From an optimization exercise on the open Yosys and OpenROAD flow, aimed at small area; shortcuts taken in it are not production practice.
In this exercise RTL edits were held to simulation tests only and were not proved equivalent to the original.
Power figures rest on the tool's default switching activity, not on a simulated workload.

==> flow/run.sh <==
#!/bin/bash
# Layout flow: the standard ORFS flow (standard.sh) unchanged, plus
#  - port buffers of the smallest buffer cell (buf_1) instead of the default,
#  - after floorplan, every logic cell set to the smallest drive of its kind
#    (the design has ~8 ns of slack; later repair steps size up where needed),
#  - clock tree without dummy loads, from small clock buffers.
set -euo pipefail
here=$(pwd)
cat >> config.mk <<EOC
export BUFFER_PORTS_ARGS = -buffer_cell sky130_fd_sc_hd__buf_1
export POST_FLOORPLAN_TCL = $here/flow/downsize.tcl
export CTS_ARGS = ${FLOW_CTS_ARGS:--sink_clustering_enable -repair_clock_nets -dont_use_dummy_load}
EOC
bash standard.sh finish > "$here/flow_make.log" 2>&1
==> flow/downsize.tcl <==
# Set every non-sequential cell to the smallest-area drive strength of the same
# cell family (same name but the _N suffix), keeping its pins.
set dont_use_pats $::env(DONT_USE_CELLS)
proc is_dont_use {name} {
  foreach p $::dont_use_pats { if {[string match $p $name]} { return 1 } }
  return 0
}
set n 0
foreach inst [[ord::get_db_block] getInsts] {
  set m [$inst getMaster]
  set name [$m getName]
  if {![regexp {^(sky130_fd_sc_hd__[a-z0-9]+)_([0-9]+)$} $name -> base drive]} { continue }
  if {[regexp {df|dl|sdf|edf|conb|tap|fill|decap|clkbuf|clkinv|clkdly|dlygate|buf} $base]} { continue }
  set best $name
  set best_area [expr {[$m getWidth] * [$m getHeight]}]
  foreach d {0 1 2 4 6 8 12 16} {
    set cand ${base}_$d
    set cm [[ord::get_db] findMaster $cand]
    if {$cm == "NULL" || [is_dont_use $cand]} { continue }
    set a [expr {[$cm getWidth] * [$cm getHeight]}]
    if {$a < $best_area} { set best $cand; set best_area $a }
  }
  if {$best ne $name} {
    replace_cell [$inst getName] $best
    incr n
  }
}
puts "downsize: $n cells set to a smaller drive"
==> standard.sh <==
#!/bin/bash
# synth_recipe.tcl (not shown) runs the flow's synth.tcl, then flattens the netlist and writes it again
# the make line also repeats each setting of config.mk as NAME=value (left out here)
make -C /OpenROAD-flow-scripts/flow DESIGN_CONFIG=/design/flow/config.mk WORK_HOME=/design/flow/orfs CLKGATE_MAP_FILE= SYNTH_SCRIPT=/design/flow/synth_recipe.tcl "${@:-finish}"
==> config.mk <==
export PLATFORM = sky130hd
export DESIGN_NAME = nuclear_top
export DESIGN_NICKNAME = nuclear_top
export VERILOG_FILES = /design/flow/design.v
export SDC_FILE = /design/flow/constraint.sdc
export NUM_CORES = 4
export LEC_CHECK = 0
export ABC_AREA = 1
export CAP_MARGIN = 20
export CORE_MARGIN = 2
export CORE_UTILIZATION = 40
export SLEW_MARGIN = 20
export BUFFER_PORTS_ARGS = -buffer_cell sky130_fd_sc_hd__buf_1
export POST_FLOORPLAN_TCL = /design/flow/flow/downsize.tcl
export CTS_ARGS = -sink_clustering_enable -repair_clock_nets -dont_use_dummy_load
==> constraint.sdc <==
create_clock -name core_clock -period 14.0 [get_ports {clk_100MHz}]
set_input_delay 2.8000 -clock core_clock [delete_from_list [all_inputs] [get_ports {clk_100MHz}]]
set_output_delay 2.8000 -clock core_clock [all_outputs]
set_load 0.01 [all_outputs]
==> design.v <==
`timescale 1ns / 1ps
module vga_controller(
    input [1:0] qs,
    input [4:0] XHs,
    input [5:0] XLs,
    input [6:0] YHs,
    input [2:0] YLs,
    output [1:0] qns,
    output [4:0] XHns,
    output [5:0] XLns,
    output [6:0] YHns,
    output [2:0] YLns,
    output hsync,
    output vsync,
    output [2:0] c);
    wire new_n101;
    wire new_n103;
    wire new_n104;
    wire new_n105;
    wire new_n106;
    wire new_n108;
    wire new_n110;
    wire new_n111;
    wire new_n112;
    wire new_n113;
    wire new_n114;
    wire new_n115;
    wire new_n116;
    wire new_n117;
    wire new_n118;
    wire new_n119;
    wire new_n120;
    wire new_n121;
    wire new_n122;
    wire new_n123;
    wire new_n125;
    wire new_n126;
    wire new_n127;
    wire new_n128;
    wire new_n129;
    wire new_n130;
    wire new_n131;
    wire new_n133;
    wire new_n134;
    wire new_n135;
    wire new_n136;
    wire new_n137;
    wire new_n139;
    wire new_n140;
    wire new_n141;
    wire new_n143;
    wire new_n144;
    wire new_n145;
    wire new_n147;
    wire new_n149;
    wire new_n150;
    wire new_n151;
    wire new_n152;
    wire new_n153;
    wire new_n155;
    wire new_n157;
    wire new_n158;
    wire new_n159;
    wire new_n162;
    wire new_n163;
    wire new_n164;
    wire new_n165;
    wire new_n166;
    wire new_n167;
    wire new_n168;
    wire new_n169;
    wire new_n170;
    wire new_n171;
    wire new_n172;
    wire new_n173;
    wire new_n175;
    wire new_n176;
    wire new_n177;
    wire new_n178;
    wire new_n179;
    wire new_n180;
    wire new_n181;
    wire new_n183;
    wire new_n184;
    wire new_n185;
    wire new_n186;
    wire new_n187;
    wire new_n188;
    wire new_n189;
    wire new_n190;
    wire new_n191;
    wire new_n192;
    wire new_n193;
    wire new_n194;
    wire new_n195;
    wire new_n196;
    wire new_n197;
    wire new_n198;
    wire new_n199;
    wire new_n200;
    wire new_n201;
    wire new_n202;
    wire new_n203;
    wire new_n204;
    wire new_n205;
    wire new_n206;
    wire new_n207;
    wire new_n208;
    wire new_n209;
    wire new_n210;
    wire new_n211;
    wire new_n212;
    wire new_n213;
    wire new_n214;
    wire new_n215;
    wire new_n216;
    wire new_n217;
    wire new_n218;
    wire new_n219;
    wire new_n220;
    wire new_n221;
    wire new_n222;
    wire new_n223;
    wire new_n224;
    wire new_n225;
    wire new_n226;
    wire new_n227;
    wire new_n228;
    wire new_n229;
    wire new_n230;
    wire new_n231;
    wire new_n232;
    wire new_n233;
    wire new_n234;
    wire new_n235;
    wire new_n236;
    wire new_n237;
    wire new_n238;
    wire new_n239;
    wire new_n240;
    wire new_n241;
    wire new_n242;
    wire new_n243;
    wire new_n244;
    wire new_n245;
    wire new_n246;
    wire new_n247;
    wire new_n248;
    wire new_n249;
    wire new_n250;
    wire new_n251;
    wire new_n252;
    wire new_n253;
    wire new_n254;
    wire new_n255;
    wire new_n256;
    wire new_n257;
    wire new_n258;
    wire new_n259;
    wire new_n260;
    wire new_n261;
    wire new_n262;
    wire new_n263;
    wire new_n264;
    wire new_n265;
    wire new_n266;
    wire new_n267;
    wire new_n268;
    wire new_n269;
    wire new_n270;
    wire new_n271;
    wire new_n272;
    wire new_n273;
    wire new_n274;
    wire new_n275;
    wire new_n276;
    wire new_n277;
    wire new_n278;
    wire new_n279;
    wire new_n280;
    wire new_n281;
    wire new_n282;
    wire new_n283;
    wire new_n284;
    wire new_n285;
    wire new_n286;
    wire new_n287;
    wire new_n288;
    wire new_n289;
    wire new_n290;
    wire new_n291;
    wire new_n292;
    wire new_n293;
    wire new_n294;
    wire new_n295;
    wire new_n296;
    wire new_n297;
    wire new_n298;
    wire new_n299;
    wire new_n300;
    wire new_n301;
    wire new_n302;
    wire new_n303;
    wire new_n304;
    wire new_n305;
    wire new_n306;
    wire new_n307;
    wire new_n308;
    wire new_n311;
    wire new_n312;
    wire new_n313;
    wire new_n314;
    wire new_n315;
    wire new_n316;
    wire new_n317;
    wire new_n318;
    wire new_n319;
    wire new_n320;
    wire new_n321;
    wire new_n322;
    wire new_n323;
    wire new_n324;
    wire new_n54;
    wire new_n55;
    wire new_n56;
    wire new_n57;
    wire new_n58;
    wire new_n59;
    wire new_n60;
    wire new_n61;
    wire new_n62;
    wire new_n63;
    wire new_n64;
    wire new_n65;
    wire new_n66;
    wire new_n68;
    wire new_n69;
    wire new_n70;
    wire new_n72;
    wire new_n73;
    wire new_n74;
    wire new_n75;
    wire new_n76;
    wire new_n77;
    wire new_n78;
    wire new_n79;
    wire new_n80;
    wire new_n81;
    wire new_n83;
    wire new_n84;
    wire new_n85;
    wire new_n86;
    wire new_n87;
    wire new_n88;
    wire new_n90;
    wire new_n91;
    wire new_n92;
    wire new_n95;
    wire new_n96;
    wire new_n98;
    wire new_n99;
    assign qns[0] = ( ~ qs[1] );
    assign qns[1] = ( qs[0] );
    assign new_n54 = ( ~ XLs[0] );
    assign new_n55 = ( ~ XLs[1] & ~ new_n54 );
    assign new_n56 = ( ~ qs[0] & ~ qs[1] );
    assign new_n57 = ( ~ new_n55 ) | ( ~ new_n56 );
    assign new_n58 = ( ~ XLs[2] & ~ new_n57 );
    assign new_n59 = ( ~ XLs[3] );
    assign new_n60 = ( ~ new_n58 ) | ( ~ new_n59 );
    assign new_n61 = ( ~ new_n60 );
    assign new_n62 = ( ~ XLs[4] & ~ XLs[5] );
    assign new_n63 = ( ~ new_n61 ) | ( ~ new_n62 );
    assign new_n64 = ( ~ XHs[0] & ~ new_n63 );
    assign new_n65 = ( ~ new_n64 );
    assign new_n66 = ( ~ new_n63 ) | ( ~ XHs[0] );
    assign XHns[0] = ( ~ new_n65 ) | ( ~ new_n66 );
    assign new_n68 = ( ~ new_n65 ) | ( ~ XHs[1] );
    assign new_n69 = ( ~ XHs[1] );
    assign new_n70 = ( ~ new_n64 ) | ( ~ new_n69 );
    assign XHns[1] = ( ~ new_n68 ) | ( ~ new_n70 );
    assign new_n72 = ( ~ XLs[1] );
    assign new_n73 = ( ~ XLs[0] & ~ new_n72 );
    assign new_n74 = ( ~ XLs[2] & ~ XLs[3] );
    assign new_n75 = ( ~ new_n74 );
    assign new_n76 = ( ~ XHs[3] & ~ XHs[4] );
    assign new_n77 = ( ~ new_n76 );
    assign new_n78 = ( ~ new_n73 & ~ new_n75 & ~ new_n77 );
    assign new_n79 = ( ~ XHs[0] & ~ XHs[1] & ~ XHs[2] );
    assign new_n80 = ( ~ new_n61 ) | ( ~ new_n62 ) | ( ~ new_n79 );
    assign new_n81 = ( ~ new_n70 ) | ( ~ XHs[2] );
    assign XHns[2] = ( ~ new_n78 & ~ new_n80 ) | ( ~ new_n81 );
    assign new_n83 = ( ~ XHs[2] );
    assign new_n84 = ( ~ XHs[3] );
    assign new_n85 = ( ~ new_n64 ) | ( ~ new_n69 ) | ( ~ new_n83 ) | ( ~ new_n84 );
    assign new_n86 = ( ~ new_n80 ) | ( ~ XHs[3] );
    assign new_n87 = ( ~ new_n78 ) | ( ~ new_n62 );
    assign new_n88 = ( ~ new_n87 );
    assign XHns[3] = ( ~ new_n85 & ~ new_n88 ) | ( ~ new_n86 & ~ new_n88 );
    assign new_n90 = ( ~ new_n85 ) | ( ~ XHs[4] );
    assign new_n91 = ( ~ new_n77 & ~ new_n80 );
    assign new_n92 = ( ~ new_n91 );
    assign XHns[4] = ( ~ new_n90 ) | ( ~ new_n92 );
    assign XLns[0] = ( XLs[0] & ~ new_n56 ) | ( ~ XLs[0] & new_n56 );
    assign new_n95 = ( ~ new_n56 ) | ( ~ XLs[0] );
    assign new_n96 = ( ~ new_n95 ) | ( ~ XLs[1] );
    assign XLns[1] = ( ~ new_n96 ) | ( ~ new_n57 );
    assign new_n98 = ( ~ new_n58 );
    assign new_n99 = ( ~ new_n57 ) | ( ~ XLs[2] );
    assign XLns[2] = ( ~ new_n98 ) | ( ~ new_n99 );
    assign new_n101 = ( ~ new_n98 ) | ( ~ XLs[3] );
    assign XLns[3] = ( ~ new_n62 & ~ new_n60 ) | ( ~ new_n101 );
    assign new_n103 = ( ~ XLs[5] );
    assign new_n104 = ( ~ XLs[4] );
    assign new_n105 = ( ~ new_n61 ) | ( ~ new_n104 );
    assign new_n106 = ( ~ new_n60 ) | ( ~ XLs[4] );
    assign XLns[4] = ( ~ new_n103 & ~ new_n105 ) | ( ~ new_n106 );
    assign new_n108 = ( XLs[5] & ~ new_n105 ) | ( ~ XLs[5] & new_n105 );
    assign XLns[5] = ( ~ new_n108 );
    assign new_n110 = ( ~ YHs[0] );
    assign new_n111 = ( ~ YLs[1] & ~ YLs[2] );
    assign new_n112 = ( ~ new_n111 );
    assign new_n113 = ( ~ YLs[0] );
    assign new_n114 = ( ~ new_n91 ) | ( ~ new_n113 );
    assign new_n115 = ( ~ new_n112 & ~ new_n114 );
    assign new_n116 = ( ~ YHs[2] );
    assign new_n117 = ( ~ YHs[4] );
    assign new_n118 = ( ~ new_n116 ) | ( ~ new_n117 );
    assign new_n119 = ( ~ YHs[5] & ~ YHs[6] );
    assign new_n120 = ( ~ new_n119 );
    assign new_n121 = ( ~ YHs[3] & ~ new_n118 & ~ new_n120 );
    assign new_n122 = ( ~ new_n121 );
    assign new_n123 = ( ~ YHs[1] & ~ new_n122 ) | ( ~ new_n110 ) | ( ~ new_n115 );
    assign YHns[0] = ( ~ new_n110 & ~ new_n115 ) | ( ~ new_n123 );
    assign new_n125 = ( ~ YHs[1] );
    assign new_n126 = ( ~ new_n115 ) | ( ~ new_n110 );
    assign new_n127 = ( ~ new_n126 );
    assign new_n128 = ( ~ new_n76 ) | ( ~ new_n83 );
    assign new_n129 = ( ~ YLs[0] & ~ new_n128 & ~ new_n70 );
    assign new_n130 = ( ~ YHs[0] & ~ YHs[1] );
    assign new_n131 = ( ~ new_n129 ) | ( ~ new_n111 ) | ( ~ new_n130 );
    assign YHns[1] = ( ~ new_n121 & ~ new_n131 ) | ( ~ new_n125 & ~ new_n127 );
    assign new_n133 = ( ~ new_n131 ) | ( ~ YHs[2] );
    assign new_n134 = ( ~ YHs[1] & ~ YHs[2] );
    assign new_n135 = ( ~ new_n134 );
    assign new_n136 = ( ~ new_n135 & ~ new_n126 );
    assign new_n137 = ( ~ new_n136 );
    assign YHns[2] = ( ~ new_n133 & ~ new_n121 ) | ( ~ new_n137 & ~ new_n121 );
    assign new_n139 = ( ~ new_n137 ) | ( ~ YHs[3] );
    assign new_n140 = ( ~ YHs[3] );
    assign new_n141 = ( ~ new_n136 ) | ( ~ new_n140 );
    assign YHns[3] = ( ~ new_n139 ) | ( ~ new_n141 );
    assign new_n143 = ( ~ YHs[3] & ~ YHs[4] );
    assign new_n144 = ( ~ new_n127 ) | ( ~ new_n125 ) | ( ~ new_n116 ) | ( ~ new_n143 );
    assign new_n145 = ( ~ new_n141 ) | ( ~ YHs[4] );
    assign YHns[4] = ( ~ new_n119 & ~ new_n144 ) | ( ~ new_n145 );
    assign new_n147 = ( YHs[5] & ~ new_n144 ) | ( ~ YHs[5] & new_n144 );
    assign YHns[5] = ( ~ new_n147 );
    assign new_n149 = ( ~ YHs[6] );
    assign new_n150 = ( ~ YHs[5] );
    assign new_n151 = ( ~ new_n143 ) | ( ~ new_n150 );
    assign new_n152 = ( ~ new_n151 & ~ new_n137 );
    assign new_n153 = ( new_n149 & ~ new_n152 ) | ( ~ new_n149 & new_n152 );
    assign YHns[6] = ( ~ new_n153 );
    assign new_n155 = ( ~ new_n92 ) | ( ~ YLs[0] );
    assign YLns[0] = ( ~ new_n111 & ~ new_n114 ) | ( ~ new_n155 );
    assign new_n157 = ( ~ YLs[0] & ~ YLs[1] );
    assign new_n158 = ( ~ new_n157 ) | ( ~ YLs[2] );
    assign new_n159 = ( ~ new_n114 ) | ( ~ YLs[1] );
    assign YLns[1] = ( ~ new_n92 & ~ new_n158 ) | ( ~ new_n159 );
    assign YLns[2] = ( new_n92 & YLs[2] ) | ( new_n158 & YLs[2] ) | ( new_n92 & new_n115 ) | ( new_n158 & new_n115 );
    assign new_n162 = ( ~ XHs[0] ) | ( ~ XHs[1] );
    assign new_n163 = ( ~ XHs[2] & ~ new_n103 & ~ new_n162 );
    assign new_n164 = ( ~ new_n55 );
    assign new_n165 = ( ~ XLs[2] & ~ new_n164 );
    assign new_n166 = ( ~ new_n165 );
    assign new_n167 = ( ~ qs[0] & ~ new_n166 ) | ( ~ qns[0] & ~ new_n166 );
    assign new_n168 = ( ~ new_n167 );
    assign new_n169 = ( ~ new_n62 ) | ( ~ new_n69 );
    assign new_n170 = ( ~ new_n168 & ~ new_n169 ) | ( ~ XLs[3] & ~ new_n169 );
    assign new_n171 = ( ~ XLs[3] ) | ( ~ XLs[4] );
    assign new_n172 = ( ~ new_n79 ) | ( ~ new_n84 );
    assign new_n173 = ( ~ new_n162 & ~ new_n171 & ~ new_n167 ) | ( ~ new_n172 );
    assign hsync = ( ~ new_n128 & ~ new_n163 & ~ new_n170 & ~ new_n173 );
    assign new_n175 = ( ~ new_n88 ) | ( ~ new_n167 ) | ( ~ new_n113 ) | ( ~ new_n79 );
    assign new_n176 = ( ~ YLs[2] & ~ new_n125 );
    assign new_n177 = ( ~ YHs[0] ) | ( ~ YHs[1] );
    assign new_n178 = ( ~ new_n177 ) | ( ~ new_n116 );
    assign new_n179 = ( ~ YHs[0] ) | ( ~ YHs[1] ) | ( ~ YHs[2] );
    assign new_n180 = ( ~ new_n178 ) | ( ~ new_n179 );
    assign new_n181 = ( ~ YLs[1] & ~ new_n175 ) | ( ~ new_n121 ) | ( ~ new_n176 ) | ( ~ new_n180 );
    assign vsync = ( ~ YLs[1] & ~ new_n181 ) | ( ~ new_n175 & ~ new_n181 );
    assign new_n183 = ( ~ YHs[0] & ~ YLs[1] );
    assign new_n184 = ( ~ new_n183 ) | ( ~ new_n116 );
    assign new_n185 = ( ~ YHs[0] ) | ( ~ YHs[2] ) | ( ~ YLs[1] );
    assign new_n186 = ( ~ new_n184 ) | ( ~ new_n176 ) | ( ~ new_n185 );
    assign new_n187 = ( ~ YLs[2] );
    assign new_n188 = ( ~ YHs[0] & ~ new_n187 );
    assign new_n189 = ( ~ new_n188 ) | ( ~ YHs[1] ) | ( ~ new_n157 );
    assign new_n190 = ( ~ new_n186 ) | ( ~ new_n189 );
    assign new_n191 = ( ~ new_n190 );
    assign new_n192 = ( ~ XLs[2] );
    assign new_n193 = ( ~ new_n54 & ~ new_n180 );
    assign new_n194 = ( ~ new_n157 ) | ( ~ YHs[0] ) | ( ~ YLs[2] );
    assign new_n195 = ( ~ new_n194 );
    assign new_n196 = ( ~ new_n193 ) | ( ~ new_n195 );
    assign new_n197 = ( ~ new_n191 ) | ( ~ new_n192 ) | ( ~ new_n196 );
    assign new_n198 = ( ~ new_n116 ) | ( ~ YLs[0] );
    assign new_n199 = ( ~ new_n113 ) | ( ~ YHs[2] );
    assign new_n200 = ( ~ new_n198 ) | ( ~ new_n199 );
    assign new_n201 = ( ~ new_n200 & ~ YLs[2] ) | ( ~ new_n54 & ~ YLs[2] );
    assign new_n202 = ( ~ new_n201 ) | ( ~ new_n72 );
    assign new_n203 = ( ~ new_n197 ) | ( ~ new_n202 );
    assign new_n204 = ( ~ new_n203 );
    assign new_n205 = ( ~ YHs[0] ) | ( ~ YLs[1] );
    assign new_n206 = ( ~ new_n205 );
    assign new_n207 = ( ~ new_n206 ) | ( ~ new_n199 );
    assign new_n208 = ( ~ new_n198 ) | ( ~ new_n183 );
    assign new_n209 = ( ~ new_n207 ) | ( ~ new_n208 ) | ( ~ new_n176 );
    assign new_n210 = ( ~ new_n209 ) | ( ~ new_n189 );
    assign new_n211 = ( ~ new_n200 );
    assign new_n212 = ( ~ new_n210 ) | ( ~ XLs[0] ) | ( ~ new_n211 );
    assign new_n213 = ( ~ new_n189 );
    assign new_n214 = ( ~ new_n176 & ~ new_n213 ) | ( ~ new_n180 & ~ new_n213 );
    assign new_n215 = ( ~ new_n212 ) | ( ~ XLs[2] ) | ( ~ new_n214 );
    assign new_n216 = ( ~ new_n204 ) | ( ~ new_n215 );
    assign new_n217 = ( ~ new_n180 );
    assign new_n218 = ( ~ new_n187 & ~ new_n157 ) | ( ~ new_n217 );
    assign new_n219 = ( ~ new_n218 & ~ XLs[1] ) | ( ~ new_n192 & ~ XLs[1] );
    assign new_n220 = ( ~ new_n192 & ~ new_n210 ) | ( ~ new_n219 );
    assign new_n221 = ( ~ new_n216 ) | ( ~ new_n220 );
    assign new_n222 = ( ~ new_n221 ) | ( ~ XLs[3] );
    assign new_n223 = ( ~ new_n212 ) | ( ~ new_n214 );
    assign new_n224 = ( ~ new_n166 ) | ( ~ XLs[3] );
    assign new_n225 = ( ~ new_n223 ) | ( ~ new_n224 );
    assign new_n226 = ( ~ new_n187 & ~ new_n157 ) | ( ~ new_n189 ) | ( ~ new_n217 );
    assign new_n227 = ( ~ new_n226 );
    assign new_n228 = ( ~ new_n192 & ~ new_n55 );
    assign new_n229 = ( ~ new_n227 ) | ( ~ new_n228 );
    assign new_n230 = ( ~ new_n225 ) | ( ~ new_n73 ) | ( ~ new_n229 );
    assign new_n231 = ( ~ new_n171 );
    assign new_n232 = ( ~ new_n230 ) | ( ~ new_n231 );
    assign new_n233 = ( ~ XLs[0] & ~ new_n176 );
    assign new_n234 = ( ~ new_n188 & ~ new_n233 );
    assign new_n235 = ( ~ new_n234 ) | ( ~ new_n72 );
    assign new_n236 = ( ~ new_n235 ) | ( ~ XLs[2] );
    assign new_n237 = ( ~ new_n226 & ~ new_n236 ) | ( ~ new_n62 );
    assign new_n238 = ( ~ new_n195 & ~ new_n104 ) | ( ~ new_n180 & ~ new_n104 );
    assign new_n239 = ( ~ new_n214 & ~ XLs[3] ) | ( ~ new_n238 & ~ XLs[3] );
    assign new_n240 = ( ~ new_n210 ) | ( ~ XLs[0] ) | ( ~ new_n104 );
    assign new_n241 = ( ~ new_n237 ) | ( ~ new_n239 ) | ( ~ new_n240 );
    assign new_n242 = ( ~ new_n222 ) | ( ~ new_n232 ) | ( ~ new_n241 );
    assign new_n243 = ( ~ new_n225 ) | ( ~ new_n229 );
    assign new_n244 = ( ~ new_n73 & ~ new_n201 ) | ( ~ new_n228 );
    assign new_n245 = ( ~ new_n210 ) | ( ~ new_n164 );
    assign new_n246 = ( ~ XLs[2] & ~ new_n73 );
    assign new_n247 = ( ~ new_n245 ) | ( ~ new_n246 );
    assign new_n248 = ( ~ new_n191 ) | ( ~ XLs[2] ) | ( ~ new_n196 );
    assign new_n249 = ( ~ new_n244 ) | ( ~ new_n247 ) | ( ~ new_n248 );
    assign new_n250 = ( ~ new_n249 ) | ( ~ XLs[4] );
    assign new_n251 = ( ~ new_n243 & ~ new_n250 );
    assign new_n252 = ( ~ new_n234 ) | ( ~ new_n164 );
    assign new_n253 = ( ~ new_n252 ) | ( ~ new_n59 ) | ( ~ new_n246 );
    assign new_n254 = ( ~ new_n226 & ~ new_n253 ) | ( ~ XLs[5] );
    assign new_n255 = ( ~ XHs[4] );
    assign new_n256 = ( ~ YHs[4] & ~ YHs[5] & ~ new_n140 );
    assign new_n257 = ( ~ new_n254 ) | ( ~ new_n255 ) | ( ~ new_n79 ) | ( ~ new_n256 );
    assign new_n258 = ( ~ new_n251 & ~ new_n257 );
    assign new_n259 = ( ~ new_n242 ) | ( ~ new_n258 );
    assign new_n260 = ( ~ XLs[1] ) | ( ~ XLs[2] );
    assign new_n261 = ( ~ new_n260 );
    assign new_n262 = ( ~ new_n231 ) | ( ~ new_n261 );
    assign new_n263 = ( ~ new_n262 ) | ( ~ new_n103 );
    assign new_n264 = ( ~ new_n263 );
    assign new_n265 = ( ~ new_n83 ) | ( ~ XHs[0] );
    assign new_n266 = ( ~ new_n264 ) | ( ~ new_n265 );
    assign new_n267 = ( XHs[0] ) | ( new_n83 );
    assign new_n268 = ( ~ new_n266 ) | ( ~ XHs[1] ) | ( ~ new_n267 );
    assign new_n269 = ( ~ new_n268 ) | ( ~ new_n83 );
    assign new_n270 = ( ~ new_n83 & ~ new_n162 );
    assign new_n271 = ( ~ new_n179 ) | ( ~ XHs[3] ) | ( ~ YHs[3] );
    assign new_n272 = ( ~ new_n263 & ~ new_n271 ) | ( ~ new_n270 & ~ new_n271 );
    assign new_n273 = ( ~ new_n269 ) | ( ~ new_n272 );
    assign new_n274 = ( ~ new_n273 ) | ( ~ new_n117 );
    assign new_n275 = ( ~ new_n274 ) | ( ~ new_n178 );
    assign new_n276 = ( ~ new_n275 ) | ( ~ new_n150 );
    assign new_n277 = ( ~ XLs[1] & ~ XLs[2] ) | ( ~ XLs[3] );
    assign new_n278 = ( ~ new_n277 ) | ( ~ new_n62 );
    assign new_n279 = ( ~ new_n278 ) | ( ~ new_n267 );
    assign new_n280 = ( ~ new_n279 ) | ( ~ new_n69 ) | ( ~ new_n265 );
    assign new_n281 = ( ~ new_n268 ) | ( ~ new_n280 ) | ( ~ XHs[3] );
    assign new_n282 = ( ~ new_n281 ) | ( ~ YHs[5] );
    assign new_n283 = ( ~ new_n179 );
    assign new_n284 = ( ~ new_n130 );
    assign new_n285 = ( ~ new_n284 ) | ( ~ YHs[2] ) | ( ~ new_n140 );
    assign new_n286 = ( ~ new_n140 & ~ new_n283 ) | ( ~ new_n285 );
    assign new_n287 = ( ~ new_n282 ) | ( ~ YHs[4] ) | ( ~ new_n286 );
    assign new_n288 = ( ~ new_n278 ) | ( ~ new_n135 ) | ( ~ new_n256 );
    assign new_n289 = ( ~ new_n288 ) | ( ~ new_n270 );
    assign new_n290 = ( ~ new_n172 ) | ( ~ XHs[4] );
    assign new_n291 = ( ~ new_n140 & ~ new_n117 ) | ( ~ new_n119 );
    assign new_n292 = ( ~ new_n290 ) | ( ~ new_n291 );
    assign new_n293 = ( ~ new_n289 & ~ new_n292 ) | ( ~ new_n76 & ~ new_n292 );
    assign new_n294 = ( ~ new_n287 ) | ( ~ new_n293 );
    assign new_n295 = ( ~ new_n276 & ~ new_n294 ) | ( ~ YHs[6] & ~ new_n294 );
    assign new_n296 = ( ~ new_n125 & ~ new_n116 ) | ( ~ new_n149 ) | ( ~ new_n143 );
    assign new_n297 = ( ~ new_n264 ) | ( ~ new_n178 );
    assign new_n298 = ( ~ new_n296 & ~ new_n297 );
    assign new_n299 = ( ~ new_n298 ) | ( ~ XHs[3] ) | ( ~ new_n270 );
    assign new_n300 = ( ~ new_n259 ) | ( ~ new_n295 ) | ( ~ new_n299 );
    assign new_n301 = ( ~ new_n117 ) | ( ~ new_n149 ) | ( ~ YHs[3] );
    assign new_n302 = ( ~ new_n75 ) | ( ~ new_n284 ) | ( ~ XHs[1] ) | ( ~ XHs[2] );
    assign new_n303 = ( ~ new_n178 & ~ new_n301 & ~ new_n302 );
    assign new_n304 = ( ~ XHs[4] & ~ new_n104 );
    assign new_n305 = ( ~ new_n303 ) | ( ~ YHs[5] ) | ( ~ new_n264 ) | ( ~ new_n304 );
    assign new_n306 = ( ~ new_n270 );
    assign new_n307 = ( ~ new_n298 ) | ( ~ new_n255 ) | ( ~ new_n306 );
    assign new_n308 = ( ~ new_n307 );
    assign c[0] = ( ~ new_n300 & ~ new_n308 ) | ( ~ new_n305 & ~ new_n308 );
    assign c[1] = ( ~ new_n300 ) | ( ~ new_n305 );
    assign new_n311 = ( ~ new_n59 ) | ( ~ new_n104 );
    assign new_n312 = ( ~ new_n311 & ~ new_n261 ) | ( ~ new_n163 );
    assign new_n313 = ( ~ new_n75 & ~ new_n164 & ~ new_n169 & ~ new_n267 ) | ( ~ new_n312 );
    assign new_n314 = ( ~ new_n150 & ~ new_n143 );
    assign new_n315 = ( ~ new_n118 & ~ new_n284 ) | ( ~ new_n314 );
    assign new_n316 = ( ~ new_n151 & ~ new_n283 ) | ( ~ new_n315 );
    assign new_n317 = ( ~ new_n118 ) | ( ~ YHs[1] ) | ( ~ new_n140 ) | ( ~ YHs[6] );
    assign new_n318 = ( ~ new_n135 & ~ new_n301 ) | ( ~ new_n317 );
    assign new_n319 = ( ~ new_n318 ) | ( ~ new_n110 ) | ( ~ new_n112 );
    assign new_n320 = ( ~ new_n311 & ~ new_n228 ) | ( ~ XHs[4] ) | ( ~ XLs[5] );
    assign new_n321 = ( ~ new_n307 ) | ( ~ new_n87 ) | ( ~ new_n319 ) | ( ~ new_n320 );
    assign new_n322 = ( ~ new_n119 & ~ new_n313 & ~ new_n321 ) | ( ~ new_n119 & ~ new_n316 & ~ new_n321 ) | ( ~ new_n210 & ~ new_n313 & ~ new_n321 ) | ( ~ new_n210 & ~ new_n316 & ~ new_n321 );
    assign new_n323 = ( new_n259 & new_n295 );
    assign new_n324 = ( ~ new_n322 ) | ( ~ new_n323 );
    assign c[2] = ( ~ new_n324 );
endmodule
`timescale 1ns / 1ps
module simple_nuclear_display(
    input clk_100MHz,
    input reset,
    input [11:0] sw,
    output hsync,
    output vsync,
    output [11:0] rgb
);
    reg  [1:0] qs;
    wire [1:0] qns;
    reg  [4:0] XHs;
    wire [4:0] XHns;
    reg  [5:0] XLs;
    wire [5:0] XLns;
    reg  [6:0] YHs;
    wire [6:0] YHns;
    reg  [2:0] YLs;
    wire [2:0] YLns;
    wire [2:0] c;
    vga_controller logic_i(.qs(qs), .qns(qns), .XHs(XHs), .XHns(XHns), .XLs(XLs), .XLns(XLns), .YHs(YHs), .YHns(YHns), .YLs(YLs), .YLns(YLns),
                           .hsync(hsync), .vsync(vsync), .c(c));
    always @(posedge clk_100MHz or posedge reset)
        if (reset) begin
            qs <= 2'd0;
            XHs <= 5'd0;
            XLs <= 6'd0;
            YHs <= 7'd0;
            YLs <= 3'd0;
        end else begin
            qs <= qns;
            XHs <= XHns;
            XLs <= XLns;
            YHs <= YHns;
            YLs <= YLns;
        end
    assign rgb = {{4{c[2]}}, c[1], {3{c[0]}}, 4'b0000};
endmodule
`timescale 1ns / 1ps
module nuclear_top(
    input clk_100MHz,
    input reset,
    input [11:0] sw,
    output hsync,
    output vsync,
    output [11:0] rgb
);
    simple_nuclear_display display(
        .clk_100MHz(clk_100MHz),
        .reset(reset),
        .sw(sw),
        .hsync(hsync),
        .vsync(vsync),
        .rgb(rgb)
    );
endmodule
==> results of run 1 <==
cells by family after synthesis:
group	synth area share, %
flops	29.6
simple gates	37.3
other cells	0.193
fa+ha+maj	6.43
buf+inv	13.4
xor+xnor	0.450
compound gates	12.6
Yosys cell counts:
cell type	count
o31ai_1	2
xor2_1	1
nand2_1	64
nand4_1	5
nand2_2	2
o21ai_0	19
nor2_8	1
nand3_2	2
dfrtp_1	23
nor4_1	2
o211ai_1	2
nor2_2	1
o41ai_1	1
nor2_4	4
a2111oi_0	1
a31oi_1	1
buf_4	9
ha_1	10
o2111ai_1	1
nand3_1	30
a22oi_1	1
a211oi_1	1
nand2_4	1
conb_1	1
nor2_1	38
buf_2	2
nor3_1	7
inv_1	42
inv_2	7
o21bai_1	2
a21oi_1	9
o22ai_1	2
==> flow_metrics.py, run 1 <==
metrics = {
    "status": {
        "outcome": "did not finish",
        "haltStage": "2_1_floorplan",
        "error": "Error: floorplan.tcl, 161 can't read \"::dont_use_pats\": no such variable",
    },
    "synth": {
        "yosysWarnings": 1,
        "synth_seq_cells": 23,
        "netlist.top_cell.by_area": "dfrtp_1",
        "synthCells": 294,
        "syn_area_per_cell_um2": 6.62,
        "post_synth_num_cell_types": 32,
        "ys_seq_area_share_pct": 29.6,
        "yosysTopAreaCellShare_pct": 29.6,
        "synth_area_um2": 1950,
        "synth.area.top_cells": "dfrtp_1, nand2_1, inv_1",
    },
    "floorplanning": {
        "die_y_um": 73.8,
        "num_rows": 25,
        "dieWidth_um": 73.8,
        "initial_core_util_pct": 41.2,
    },
}
==> run 2, diff against run 1 <==
--- a/flow/downsize.tcl
+++ b/flow/downsize.tcl
@@ -1,6 +1,6 @@
 # Set every non-sequential cell to the smallest-area drive strength of the same
 # cell family (same name but the _N suffix), keeping its pins.
-set dont_use_pats $::env(DONT_USE_CELLS)
+set ::dont_use_pats $::env(DONT_USE_CELLS)
 proc is_dont_use {name} {
   foreach p $::dont_use_pats { if {[string match $p $name]} { return 1 } }
   return 0
==> run 2 against run 1 <==
  * Now clean on timing, DRC and antenna
  * Synthesized cell count unchanged
  * Synthesized area is the same
==> flow_metrics.py, run 2 <==
metrics = {
    "status": {
        "outcome": "complete, no violations",
    },
    "synth": {
        "yosysTopAreaCellShare_pct": 29.6,
        "synth_seq_cells": 23,
        "syn_area_per_cell_um2": 6.62,
        "synth_area_um2": 1950,
        "muxShareOfSynthArea_pct": 0,
        "yosysWarnings": 1,
        "synth_top_family_by_area": "simple AND/OR/NAND/NOR gates",
        "ys_seq_area_share_pct": 29.6,
        "synth.most_common_cell": "nand2_1",
        "synthCells": 294,
        "synth_compound_area_share_pct": 12.6,
        "yosys-top-cells-count": "nand2_1, inv_1, nor2_1",
        "async_flop_share_pct": 100,
        "synthAdderAreaFrac_pct": 6.43,
        "post_synth_num_cell_types": 32,
        "synth_edf_count": 0,
        "synth_xor_xnor_area_share_pct": 0.450,
        "synth_ff_type": "dfrtp_1",
        "netlist.top_cell.by_area": "dfrtp_1",
        "synth-simple-area-share_pct": 37.3,
        "synth.area.top_cells": "dfrtp_1, nand2_1, inv_1",
    },
    "finish": {
        "diodes": 0,
        "layout-drive-gt1-share_pct": 3.33,
        "layout_commonest_cell": "nand2_1",
        "fin_util_pct": 41.8,
        "final_area_um2": 1980,
        "largestRegisters": "display.XLs x6, display.YHs x6, display.XHs x5",
        "synthToLayoutAreaGrowth_pct": 1.48,
        "fin_cells": 367,
        "final_cell_mix": "nand2_1, nor2_1, inv_1, nand3_1, dfrtp_1",
        "fillerInstances": 527,
        "nets": 326,
    },
    "power": {
        "leakage_nw": 1.02,
        "ir_drop_mv": 0.0345,
        "p_total_mw": 0.108,
        "powerDensity_nw_per_um2": 54.9,
    },
    "critical_path": {
        "cp-start-kind": "flop",
        "critPathMaxStageDelay_ps": 490,
        "crit_top_cell": "nand2_1",
        "cp_cell_sequence": "inv_1 > ha_1 > nor2_1 > nor2_1 > o21ai_0 > nand2_1 > nand2_1 > nand3_1 > nand3_1 > nand2_1 > nand2_1 > nor2_1 > buf_1",
        "end_kind": "primary output",
        "worstPathMaxFanout": 7,
        "required_ps": 11200,
        "path_class": "reg -> out",
        "slowest_stage": "dfrtp_1",
        "crit_arrival_ps": 2630,
    },
    "sta": {
        "hold_ws_ps": 441,
        "finalMaxSlewViolations": 0,
        "worstMarginPinSlew_ps": 883,
        "tns_ps": 0,
        "rsz0062_at_grt": "no",
        "fin_crit_sh_pct": 38.8,
        "fin_skew_ps": 8.11,
        "finalSetupViolCount": 0,
        "slew_headroom_pct": 41.0,
        "fmax_mhz": 184,
        "fin_crit_ps": 5430,
        "worst_slack_ps": 8570,
        "hold_viol_final": 0,
    },
    "global_route": {
        "overflow": 0,
        "use_met3_pct": 3.84,
        "grt_pass1_wl_um": 8230,
        "grt_pass1_vias": 1781,
        "grt-busiest-layer": "met2",
        "grt_use_met2_pct": 30.7,
        "grt_use_met1_pct": 27.3,
        "grt.total_usage_pct": 19.4,
        "antenna_found_initial": 0,
        "grt_max_degree": 24,
    },
    "floorplanning": {
        "initial_core_util_pct": 41.2,
        "dieWidth_um": 73.8,
        "io_pins": 28,
        "core_area_um2": 4720,
        "die_y_um": 73.8,
        "num_rows": 25,
        "fp.dieArea_um2": 5440,
    },
    "detailed_routing": {
        "vias": 1856,
        "drt-vias-per-instance": 5.06,
        "firstDrtPassIters": 4,
        "drt-total-wl_um": 4720,
        "wl_per_cell_um": 12.9,
        "drt_iter0_drc": 90,
        "ant_nets": 0,
        "drc": 0,
    },
    "hold_path": {
        "hp-class": "reg -> reg",
    },
    "clock_tree": {
        "numClockSinks": 23,
        "cts_hold_buf": 0,
        "clk_path_buf_depth": 2,
        "cts_setup_buffers": 0,
        "cts_tree": "built",
        "cts_buffers": 3,
        "clockRootBuffer": "clkbuf_8",
        "clkSlewWorstSetupHoldPaths_ps": 80,
        "h-tree-depth": 1,
        "cts_resized": 0,
        "clk_latency_ps": 270,
    },
    "placed_design": {
        "place_congestion": 0.896,
        "place_area_um2": 1930,
        "hpwl_um": 3820,
        "port_buffers": 11,
        "post-place-ws_ps": 8920,
        "place_inst": 364,
    },
    "run": {
        "maxCapViolCount": 0,
    },
}
run 2: layout make-up:
type	instances	area (um^2)	area share [%]
clock buffer	3	41.3	2.09
inverter	49	184	9.31
multi-input combinational	214	1050	53.1
sequential	23	576	29.1
tap	67	83.8	4.24
timing repair buffer	11	41.3	2.09
run 2: cell families after synthesis:
group,count (synthesis)
AO/OA/AOI/OAI,42
buffers and inverters,60
flip-flops,23
AND/OR/NAND/NOR,157
XOR/XNOR,1
other,1
adder cells (fa/ha/maj),10
run 2: where the power goes:
group,total (mW),internal (mW),switching [mW]
combinational,0.00186,0.0000784,0.00178
sequential,0.0664,0.0664,0
clock,0.0402,0.0193,0.0210
total,0.108,0.0857,0.0228
run 2: final timing paths:
path | from | to | slack, ps | cells after the start
max | display.YHs[2]$_DFF_PP0_ | rgb[11] | 8570 | 13
min | display.qs[0]$_DFF_PP0_ | display.qs[1]$_DFF_PP0_ | 440 | 0
max reg2reg | display.XLs[0]$_DFF_PP0_ | display.YHs[6]$_DFF_PP0_ | 10890 | 17
min reg2reg | display.qs[0]$_DFF_PP0_ | display.qs[1]$_DFF_PP0_ | 440 | 0
max in group asynchronous | reset | display.XHs[4]$_DFF_PP0_ | 10770 | 2
min in group asynchronous | reset | display.YLs[2]$_DFF_PP0_ | 2680 | 2
run 2: critical path, delay by kind of cell, from the launching register on:
kind	cells	cell delay, ps
AND/OR/NAND/NOR	9	990
flip-flops	1	490
adder cells (fa/ha/maj)	1	380
buffers and inverters	2	360
AO/OA/AOI/OAI	1	150
run 2: metal layers:
layer / part of all wire, % / vias to the layer above
met3: 4.6 / 5
met5: 0 / -
met2: 44 / 44
li1: - / 960
met1: 51 / 847
met4: 0.53 / 0
==> run 3, diff against run 2 <==
==> run.sh (new file) <==
#!/bin/bash
# synth_recipe.tcl (not shown) runs the flow's synth.tcl, then flattens the netlist and writes it again
# the make line also repeats each setting of config.mk as NAME=value (left out here)
make -C /OpenROAD-flow-scripts/flow DESIGN_CONFIG=/design/flow/config.mk WORK_HOME=/design/flow/orfs CLKGATE_MAP_FILE= SYNTH_SCRIPT=/design/flow/synth_recipe.tcl finish
--- a/config.mk
+++ b/config.mk
@@ -10,6 +10,3 @@
 export CORE_MARGIN = 2
 export CORE_UTILIZATION = 40
 export SLEW_MARGIN = 20
-export BUFFER_PORTS_ARGS = -buffer_cell sky130_fd_sc_hd__buf_1
-export POST_FLOORPLAN_TCL = /design/flow/flow/downsize.tcl
-export CTS_ARGS = -sink_clustering_enable -repair_clock_nets -dont_use_dummy_load
removed: flow/run.sh
removed: flow/downsize.tcl
removed: standard.sh
==> run 3 against run 2 <==
  * Still clean on timing, DRC and antenna
  * Routed wire length is 4.6% higher
  * Sequential share of layout area shrank 2.0 points
  * Cell area rose by 7.3%
  * Sequential power barely moved
  * Fmax fell by 6.6%
  * Final cell count up 0.27%
  * First-iteration DRC count grew 24%
  * Worst setup slack got worse by 380 ps
  * Synthesized area unchanged
  * Clock-buffer cell count stayed put
  * Critical endpoint is now rgb[10]
  * Largest cell class unchanged
  * Largest power group unchanged
  * Highest routed layer unchanged
==> flow_metrics.py, run 3 <==
metrics = {
    "status": {
        "outcome": "complete, no violations",
    },
    "synth": {
        "synth_area_um2": 1950,
        "yosys-top-cells-count": "nand2_1, inv_1, nor2_1",
        "muxShareOfSynthArea_pct": 0,
        "synth.area.top_cells": "dfrtp_1, nand2_1, inv_1",
        "synth_compound_area_share_pct": 12.6,
        "post_synth_num_cell_types": 32,
        "synth_xor_xnor_area_share_pct": 0.450,
        "syn_area_per_cell_um2": 6.62,
        "synth_top_family_by_area": "simple AND/OR/NAND/NOR gates",
        "synth-simple-area-share_pct": 37.3,
        "async_flop_share_pct": 100,
        "netlist.top_cell.by_area": "dfrtp_1",
        "synth_ff_type": "dfrtp_1",
        "synthCells": 294,
        "synth.most_common_cell": "nand2_1",
        "yosysWarnings": 1,
        "synthAdderAreaFrac_pct": 6.43,
        "ys_seq_area_share_pct": 29.6,
        "yosysTopAreaCellShare_pct": 29.6,
        "synth_seq_cells": 23,
        "synth_edf_count": 0,
    },
    "clock_tree": {
        "clockRootBuffer": "clkbuf_8",
        "cts_resized": 0,
        "clkSlewWorstSetupHoldPaths_ps": 90,
        "h-tree-depth": 1,
        "cts_hold_buf": 0,
        "cts_setup_buffers": 0,
        "numClockSinks": 23,
        "clk_latency_ps": 270,
        "cts_tree": "built",
        "clk_path_buf_depth": 2,
        "cts_buffers": 3,
    },
    "finish": {
        "fillerInstances": 513,
        "nets": 326,
        "layout_commonest_cell": "nand2_1",
        "diodes": 0,
        "synthToLayoutAreaGrowth_pct": 8.93,
        "fin_util_pct": 44.9,
        "largestRegisters": "display.XLs x6, display.YHs x6, display.XHs x5",
        "layout-drive-gt1-share_pct": 7.31,
        "final_cell_mix": "nand2_1, inv_1, nor2_1, nand3_1, dfrtp_1",
    },
    "power": {
        "ir_drop_mv": 0.0352,
        "p_total_mw": 0.111,
        "powerDensity_nw_per_um2": 52.4,
        "leakage_nw": 1.10,
    },
    "floorplanning": {
        "num_rows": 25,
        "core_area_um2": 4720,
        "initial_core_util_pct": 41.2,
        "dieWidth_um": 73.8,
        "fp.dieArea_um2": 5440,
        "io_pins": 28,
        "die_y_um": 73.8,
    },
    "critical_path": {
        "cp_top_family": "simple AND/OR/NAND/NOR gates",
        "end_kind": "primary output",
        "crit_arrival_ps": 3010,
        "slowest_stage": "dfrtp_1",
        "critPathMaxStageDelay_ps": 570,
        "cp-start-kind": "flop",
        "crit_top_cell": "nand2_1",
        "critPathBufInv": 1,
        "cp_cell_sequence": "nand2_1 > ha_1 > nor2_1 > nor2_1 > o21ai_0 > nand2_1 > nand2_1 > nand3_1 > nand3_1 > nand2_1 > nand2_1 > nor2_1 > clkdlybuf4s50_1",
        "required_ps": 11200,
        "worstPathMaxFanout": 10,
        "path_class": "reg -> out",
    },
    "sta": {
        "fin_skew_ps": 5.55,
        "finalSetupViolCount": 0,
        "hold_ws_ps": 440,
        "hold_viol_final": 0,
        "slew_headroom_pct": 39.1,
        "fin_crit_sh_pct": 41.5,
        "tns_ps": 0,
        "worstMarginPinSlew_ps": 913,
        "worst_slack_ps": 8190,
        "finalMaxSlewViolations": 0,
        "fin_crit_ps": 5810,
        "fmax_mhz": 172,
        "rsz0062_at_grt": "no",
    },
    "placed_design": {
        "port_buffers": 11,
        "post-place-ws_ps": 8480,
        "place_congestion": 0.913,
        "hpwl_um": 3960,
    },
    "global_route": {
        "grt_pass1_wl_um": 8310,
        "grt_pass1_vias": 1772,
        "antenna_found_initial": 0,
        "grt.total_usage_pct": 19.8,
        "overflow": 0,
        "grt_max_degree": 24,
    },
    "run": {
        "maxCapViolCount": 0,
    },
    "detailed_routing": {
        "wl_per_cell_um": 13.4,
        "firstDrtPassIters": 4,
        "drt-vias-per-instance": 5.15,
        "drt_iter0_drc": 112,
        "vias": 1894,
        "drc": 0,
        "drt-total-wl_um": 4940,
        "ant_nets": 0,
    },
    "hold_path": {
        "hp-class": "reg -> reg",
    },
}
## run 3: cell counts after synthesis
Identical to the previous run, type by type.
## run 3: cell families after synthesis
group / Yosys count
xor gates and xnor gates: 1
adders and majority gates: 10
DFF: 23
AOI/OAI and AO/OA: 42
other: 1
buffers and inverters: 60
and+or+nand+nor: 157
## run 3: worst paths after layout
check,endpoint,cells after the start,slack (ps),startpoint
setup / recovery,rgb[10],13,8190,flop
hold / removal,display.qs[1]$_DFF_PP0_,0,440,display.qs[0]$_DFF_PP0_
setup reg to reg,display.YHs[6]$_DFF_PP0_,17,11400,display.XLs[0]$_DFF_PP0_
hold reg to reg,display.qs[1]$_DFF_PP0_,0,440,display.qs[0]$_DFF_PP0_
max in group asynchronous,display.YHs[5]$_DFF_PP0_,2,10420,reset
min in group asynchronous,display.YLs[1]$_DFF_PP0_,2,3020,reset
## run 3: layout make-up
cell class | count | area [um^2] | share of cell area [%]
multi-input combinational | 214 | 1120 | 52.9
timing repair buffer | 11 | 110 | 5.19
clock inverter | 1 | 5.00 | 0.236
clock buffer | 3 | 41.3 | 1.95
tap | 67 | 83.8 | 3.95
sequential | 23 | 576 | 27.1
inverter | 49 | 184 | 8.67
## run 3: per-stage QoR
step	std cells	area, um^2
floorplan	297	1960
global placement	364	2070
detailed placement	364	2070
CTS	368	2120
global route	368	2120
finish	368	2120
## run 3: worst register-to-register path: cells and delay by family (launching register included)
kind | cells | cell delay, ps
XOR/XNOR | 1 | 150
adder cells (fa/ha/maj) | 1 | 230
buffers and inverters | 4 | 340
flip-flops | 1 | 520
AND/OR/NAND/NOR | 11 | 1240
## run 3: where the power goes
group	switching, mW	internal (mW)	total, mW	leakage (nW)
combinational	0.00181	0.000256	0.00207	0.813
clock	0.0227	0.0199	0.0426	0.0255
sequential	0	0.0664	0.0664	0.259
## run 3: per-layer routing
metal / up-vias / routed length (um) / GRT usage, % / share of wire, %
met2: 61 / 2290 / 32.3 / 46
met5: - / 0 / 0 / 0
met4: 0 / 49 / 3.03 / 0.99
met3: 7 / 255 / 3.43 / 5.2
met1: 870 / 2340 / 27.8 / 47
li1: 956 / - / - / -
==> run 4, diff against run 3 <==
==> flow/run.sh (new file) <==
#!/bin/bash
# Layout flow: the standard ORFS flow (standard.sh), with these changes:
#  - synthesis is the standard flow's script (synth_recipe.tcl) with only ABC's mapping script
#    replaced by flow/map.abc (area-oriented mapping, no buffering or upsizing);
#    the registers, their cells and names are the standard synthesis's: the standard
#    synthesis runs first, and flow/fixnames.py gives any register whose name yosys
#    numbered (rather than naming it after its net) the standard synthesis's name;
#  - port buffers of the smallest buffer cell (buf_1) instead of the default;
#  - after floorplan, every logic cell set to the smallest drive of its kind
#    (the design has ~8 ns of slack; later repair steps size up where needed);
#  - clock tree without dummy loads.
# Every tool's output is in orfs/logs/ (the standard synthesis's in std_logs/);
# make's own output in flow_*.log.
set -euo pipefail
here=$(pwd)
res=$here/orfs/results/$FLOW_PLATFORM/nuclear_top/base
# 1. the standard synthesis, for its register names
bash standard.sh synth > "$here/flow_std_synth.log" 2>&1
cp "$res/1_2_yosys.v" "$here/std_1_2_yosys.v"
cp -r "$here/orfs/logs" "$here/std_logs"
rm -rf "$here/orfs"
# 2. this flow's synthesis, names fixed to the standard ones
sed "s|@ABC_SCRIPT@|$here/flow/map.abc|" flow/synth_tmpl.tcl > "$here/flow_synth.tcl"
cat >> config.mk <<EOC
export BUFFER_PORTS_ARGS = -buffer_cell sky130_fd_sc_hd__buf_1
export POST_FLOORPLAN_TCL = $here/flow/downsize.tcl
export CTS_ARGS = -sink_clustering_enable -repair_clock_nets -dont_use_dummy_load
EOC
bash standard.sh "SYNTH_SCRIPT=$here/flow_synth.tcl" "$res/1_2_yosys.v" > "$here/flow_synth.log" 2>&1
python3 flow/fixnames.py "$here/std_1_2_yosys.v" "$res/1_2_yosys.v" > "$here/fixnames.log" 2>&1
# 3. the rest of the standard flow
bash standard.sh "SYNTH_SCRIPT=$here/flow_synth.tcl" finish > "$here/flow_make.log" 2>&1
==> flow/downsize.tcl (new file) <==
# Set every non-sequential cell to the smallest-area drive strength of the same
# cell family (same name but the _N suffix), keeping its pins.
set ::dont_use_pats $::env(DONT_USE_CELLS)
proc is_dont_use {name} {
  foreach p $::dont_use_pats { if {[string match $p $name]} { return 1 } }
  return 0
}
set n 0
foreach inst [[ord::get_db_block] getInsts] {
  set m [$inst getMaster]
  set name [$m getName]
  if {![regexp {^(sky130_fd_sc_hd__[a-z0-9]+)_([0-9]+)$} $name -> base drive]} { continue }
  if {[regexp {df|dl|sdf|edf|conb|tap|fill|decap|clkbuf|clkinv|clkdly|dlygate|buf} $base]} { continue }
  set best $name
  set best_area [expr {[$m getWidth] * [$m getHeight]}]
  foreach d {0 1 2 4 6 8 12 16} {
    set cand ${base}_$d
    set cm [[ord::get_db] findMaster $cand]
    if {$cm == "NULL" || [is_dont_use $cand]} { continue }
    set a [expr {[$cm getWidth] * [$cm getHeight]}]
    if {$a < $best_area} { set best $cand; set best_area $a }
  }
  if {$best ne $name} {
    replace_cell [$inst getName] $best
    incr n
  }
}
puts "downsize: $n cells set to a smaller drive"
==> flow/fixnames.py (new file) <==
# fixnames.py STANDARD.v MINE.v : give each register of MINE.v the instance name the
# standard synthesis (STANDARD.v) gave the register driving the same net. Yosys names a
# register after its net, except one it re-creates (an enable it adds, say), which gets a
# number that depends on the rest of the netlist; this keeps those names the standard ones.
import re, sys
std, mine = sys.argv[1], sys.argv[2]
inst_re = re.compile(r'^(\s*)(sky130_fd_sc_hd__\w+)\s+(\S+)\s*\((.*?)\);', re.S | re.M)
def flops(text):
    out = {}
    for m in inst_re.finditer(text):
        cell, name, body = m.group(2), m.group(3), m.group(4)
        if re.match(r'sky130_fd_sc_hd__(df|sdf|edf)', cell):
            q = re.search(r'\.Q\((.*?)\)', body, re.S)
            out[q.group(1).strip()] = (name, cell)
    return out
s_text, m_text = open(std).read(), open(mine).read()
sf, mf = flops(s_text), flops(m_text)
assert set(sf) == set(mf), "register sets differ"
names = set(m.group(3) for m in inst_re.finditer(m_text))
ren = {}
for q, (mname, mcell) in mf.items():
    sname, scell = sf[q]
    assert mcell == scell, f"cell type differs for {q}: {mcell} vs {scell}"
    if mname != sname:
        ren[mname] = sname
# names taken by other cells in mine that we need: move those cells aside
taken = {v for v in ren.values() if v in names and v not in ren}
k = 0
for t in taken:
    while f"_fix{k}_" in names: k += 1
    ren[t] = f"_fix{k}_"; k += 1
def sub(m):
    n = m.group(3)
    return m.group(0) if n not in ren else m.group(0).replace(n, ren[n], 1)
m_text = inst_re.sub(lambda m: m.group(1) + m.group(2) + ' ' + ren.get(m.group(3), m.group(3)) + ' (' + m.group(4) + ');', m_text)
open(mine, 'w').write(m_text)
print("fixnames: renamed", ren)
==> flow/map.abc (new file) <==
strash
&get -n
&dch -f
&nf -R 1000
&put
topo
==> flow/synth_tmpl.tcl (new file) <==
# The standard flow's synthesis script (synth_recipe.tcl) with ABC's mapping script replaced:
# the logic is mapped for area (amap) with no buffering or gate upsizing.
proc synth {args} { yosys synth -nofsm -noshare {*}$args }
proc abc {args} {
  set i [lsearch -exact $args -script]
  if {$i >= 0} { lset args [expr {$i + 1}] @ABC_SCRIPT@ }
  yosys abc {*}$args
}
source $::env(SCRIPTS_DIR)/synth.tcl
# left out here: clear keep_hierarchy, flatten, clean up, hide names made inside functions, write 1_2_yosys.v
==> standard.sh (new file) <==
#!/bin/bash
# synth_recipe.tcl (not shown) runs the flow's synth.tcl, then flattens the netlist and writes it again
# the make line also repeats each setting of config.mk as NAME=value (left out here)
make -C /OpenROAD-flow-scripts/flow DESIGN_CONFIG=/design/flow/config.mk WORK_HOME=/design/flow/orfs CLKGATE_MAP_FILE= SYNTH_SCRIPT=/design/flow/synth_recipe.tcl "${@:-finish}"
--- a/config.mk
+++ b/config.mk
@@ -10,3 +10,6 @@
 export CORE_MARGIN = 2
 export CORE_UTILIZATION = 40
 export SLEW_MARGIN = 20
+export BUFFER_PORTS_ARGS = -buffer_cell sky130_fd_sc_hd__buf_1
+export POST_FLOORPLAN_TCL = /design/flow/flow/downsize.tcl
+export CTS_ARGS = -sink_clustering_enable -repair_clock_nets -dont_use_dummy_load
removed: run.sh
==> run 4 against run 3 <==
  * Utilization shrank 1.7 points
  * Fmax shrank 11%
  * Largest cell class unchanged
  * Final cell count shrank 20%
  * Clock skew grew 4.0 ps
  * First-iteration DRC count grew 46%
  * Sequential power is essentially flat
  * Clock power shrank 5.2%
  * Clock-buffer cell count is the same
==> flow_metrics.py, run 4 <==
metrics = {
    "power": {
        "seq_power_share_pct": 61.1,
        "leakage_nw": 0.745,
        "power.internal_mw": 0.0857,
        "p_sw_share_pct": 21.1,
        "powerDensity_nw_per_um2": 58.5,
        "p_total_mw": 0.109,
        "ir_drop_mv": 0.0269,
        "netSwitchingPower_mw": 0.0229,
        "combPwrFrac_pct": 1.7,
        "pwr-share-clk_pct": 37.2,
    },
    "sta": {
        "worstMarginPinSlew_ps": 925,
        "slew_headroom_pct": 36.7,
        "tns_ps": 0,
        "finalSetupViolCount": 0,
        "fin_crit_sh_pct": 46.8,
        "fin_crit_ps": 6550,
        "hold_viol_final": 0,
        "fin_skew_ps": 9.55,
        "rsz0062_at_grt": "no",
        "fmax_mhz": 153,
        "finalMaxSlewViolations": 0,
    },
    "placed_design": {
        "port_buffers": 11,
        "hpwl_um": 3250,
        "place_congestion": 0.871,
    },
    "clock_tree": {
        "clkSlewWorstSetupHoldPaths_ps": 80,
        "numClockSinks": 23,
        "cts_setup_buffers": 0,
        "clockRootBuffer": "clkbuf_8",
        "clk_latency_ps": 270,
        "cts_buffers": 3,
        "clk_path_buf_depth": 2,
        "cts_tree": "built",
        "cts_hold_buf": 0,
        "h-tree-depth": 1,
        "cts_resized": 0,
    },
    "critical_path": {
        "worstReg2RegEnd": "display.YHs[6]$_DFF_PP0_",
        "r2r_start": "display.XLs[0]$_DFF_PP0_",
        "worstPathMaxFanout": 9,
        "cp_cell_sequence": "clkinv_1 > ha_1 > nor3_1 > o21ai_0 > a31oi_1 > mux2i_1 > o21ai_0 > o311ai_0 > nand2_1 > nand3_1 > nand4_1 > nand3_1 > a2111oi_0 > buf_1",
        "path_class": "reg -> out",
        "critPathBufInv": 2,
        "crit_path_start": "display.YHs[2]$_DFF_PP0_",
        "r2r_cells": 14,
        "end_kind": "primary output",
        "slowest_stage": "a2111oi_0",
        "endpoint": "rgb[8]",
        "reg2reg_slack_ps": 10630,
        "required_ps": 11200,
        "cp.depth": 14,
        "crit_arrival_ps": 3750,
        "critPathMaxStageDelay_ps": 830,
        "cp_top_family": "compound AO/OA/AOI/OAI gates",
        "cp-start-kind": "flop",
    },
    "run": {
        "maxCapViolCount": 0,
    },
    "detailed_routing": {
        "firstDrtPassIters": 4,
        "drc": 0,
        "vias": 1704,
        "ant_nets": 0,
        "drt_iter0_drc": 164,
        "drt-vias-per-instance": 5.78,
        "wl_per_cell_um": 14.5,
        "drt-total-wl_um": 4280,
    },
    "floorplanning": {
        "initial_core_util_pct": 41.1,
        "die_y_um": 70.4,
        "io_pins": 28,
        "core_area_um2": 4290,
        "num_rows": 24,
        "fp.dieArea_um2": 4960,
        "dieWidth_um": 70.4,
    },
    "global_route": {
        "grt_pass1_wl_um": 7540,
        "grt_use_met1_pct": 26.9,
        "grt-busiest-layer": "met2",
        "grt_max_degree": 24,
        "grt_pass1_vias": 1564,
        "antenna_found_initial": 0,
        "overflow": 0,
        "grt.total_usage_pct": 18.7,
        "grt_use_met2_pct": 29.1,
        "use_met3_pct": 2.89,
    },
    "synth": {
        "synth_edf_count": 0,
        "synth_area_um2": 1760,
        "post_synth_num_cell_types": 39,
        "async_flop_share_pct": 100,
        "synth_xor_xnor_area_share_pct": 0.993,
        "synth_compound_area_share_pct": 22.8,
        "synthAdderAreaFrac_pct": 7.09,
        "synth-simple-area-share_pct": 28.3,
        "synth_seq_cells": 23,
        "netlist.top_cell.by_area": "dfrtp_1",
        "synth_top_family_by_area": "simple AND/OR/NAND/NOR gates",
        "synth_ff_type": "dfrtp_1",
        "ys_seq_area_share_pct": 32.6,
        "synthCells": 235,
        "synth.most_common_cell": "nand2_1",
        "muxShareOfSynthArea_pct": 0.567,
        "syn_area_per_cell_um2": 7.51,
        "synth.area.top_cells": "dfrtp_1, ha_1, nand2_1",
        "yosys-top-cells-count": "nand2_1, nor2_1, dfrtp_1",
        "yosysTopAreaCellShare_pct": 32.6,
        "yosysWarnings": 1,
    },
    "finish": {
        "nets": 269,
        "layout_commonest_cell": "nand2_1",
        "diodes": 0,
        "final_cell_mix": "nand2_1, nor2_1, dfrtp_1, o21ai_0, a21oi_1",
        "synthToLayoutAreaGrowth_pct": 5.18,
        "fillerInstances": 456,
        "largestRegisters": "display.XLs x6, display.YHs x6, display.XHs x5",
        "layout-drive-gt1-share_pct": 1.23,
    },
    "status": {
        "outcome": "complete, no violations",
    },
    "hold_path": {
        "hp-class": "reg -> reg",
    },
}
==> run 4: cell count changes in the layout (fill, tap and decap cells not counted), moves of 7 or more <==
cell             delta
nand2_1            -33
nor2_1             -10
inv_1              -42
clkinv_1           +17
buf_1              +11
a21oi_1             +9
inv_2               -7
nand3_1            -20
clkdlybuf4s50_1    -11
==> run 4: how the worst min path moves through the flow <==
stage                                  startpoint                 endpoint  slack (ps)  cells past startpoint
after floorplan           display.qs[0]$_DFF_PP0_  display.qs[1]$_DFF_PP0_         400                      0
after global placement    display.qs[0]$_DFF_PP0_  display.qs[1]$_DFF_PP0_         420                      0
after detailed placement  display.qs[0]$_DFF_PP0_  display.qs[1]$_DFF_PP0_         430                      0
after CTS                 display.qs[0]$_DFF_PP0_  display.qs[1]$_DFF_PP0_         440                      0
after global routing      display.qs[0]$_DFF_PP0_  display.qs[1]$_DFF_PP0_         460                      0
final                     display.qs[0]$_DFF_PP0_  display.qs[1]$_DFF_PP0_         440                      0
==> run 4: cell type report <==
class / instances / area [um^2] / area share [%]
multi-input combinational: 189 / 1070 / 57.6
timing repair buffer: 11 / 41.3 / 2.23
tap: 52 / 65.1 / 3.51
inverter: 17 / 63.8 / 3.44
sequential: 23 / 576 / 31.0
clock buffer: 3 / 41.3 / 2.23
==> run 4: worst reg2reg max path, stage by stage, from the launching register on <==
cell	delay (ps)
dfrtp_1	550
nand2_1	150
nor3_1	220
ha_1	210
nand2b_1	100
nor3_1	230
nand2b_1	130
or3_1	450
nor2_1	120
nand2_1	100
or2_0	260
nor3_1	300
nand2_1	170
nor2_1	140
xor2_1	150
==> run 4: logic make-up after synthesis <==
kind of cell / count (synthesis)
other: 1
buffers and inverters: 26
multiplexers: 1
AO/OA/AOI/OAI: 66
adder cells (fa/ha/maj): 10
XOR/XNOR: 2
flip-flops: 23
AND/OR/NAND/NOR: 106
==> run 4: stage by stage <==
stage	worst slack, ps	hold WS (ps)	instance area [um^2]	utilization, %	instances
after floorplan	8060	397	1780	-	238
after global placement	7770	425	1810	42.2	292
after detailed placement	7790	426	1810	42.2	292
after CTS	7470	442	1860	43.2	295
after global routing	7010	463	1860	43.2	295
final	7450	443	1860	43.2	295
==> run 4: power groups by stage <==
stage	Sequential (mW)	Combinational [mW]	Clock [mW]
after floorplan	0.0677	0.00228	0
after global placement	0.0677	0.00198	0
after detailed placement	0.0677	0.00204	0
after CTS	0.0664	0.00202	0.0424
after global routing	0.0664	0.00231	0.0446
final	0.0664	0.00185	0.0404
==> run 4: routing by layer <==
layer  vias up  wire [um]
met1       794       2050
met2        49       1960
met3         5        220
met5         -          0
li1        856          -
met4         0         54

==> afterwards: timing with drivers on the ports <==
How much do the figures lean on ideal ports? The routed layouts below were timed once more, with nothing changed but the port constraints.
Step 1: set_driving_cell puts a clkbuf_16 on clk_100MHz and a buf_2 on each other input, an assumption about the parent block.
Step 2 adds t to the input delays and takes it off the output delays; t is the mean of the earliest and latest rising clock arrival at the registers after step 1. Input paths then give back, and output paths get back, about the clock's delay inside the block.
Slacks: no drivers / after step 1 / after step 2; pairs: no drivers / after step 1.
| run | shift t [ns] | slack for setup (ns) | hold slack, ns | worst register clock-pin slew, ns | cell pins on the clock port's net |
|---|---|---|---|---|---|
| run 2 | 0.290 | 8.571 / 8.545 / 8.835 | 0.441 / 0.441 / 0.441 | 0.08 / 0.08 | 1 |
| run 3 | 0.294 | 8.188 / 8.162 / 8.456 | 0.440 / 0.440 / 0.440 | 0.09 / 0.09 | 1 |
| run 4 | 0.292 | 7.448 / 7.420 / 7.712 | 0.443 / 0.443 / 0.443 | 0.08 / 0.08 | 1 |
After both steps every run listed still meets setup and hold.
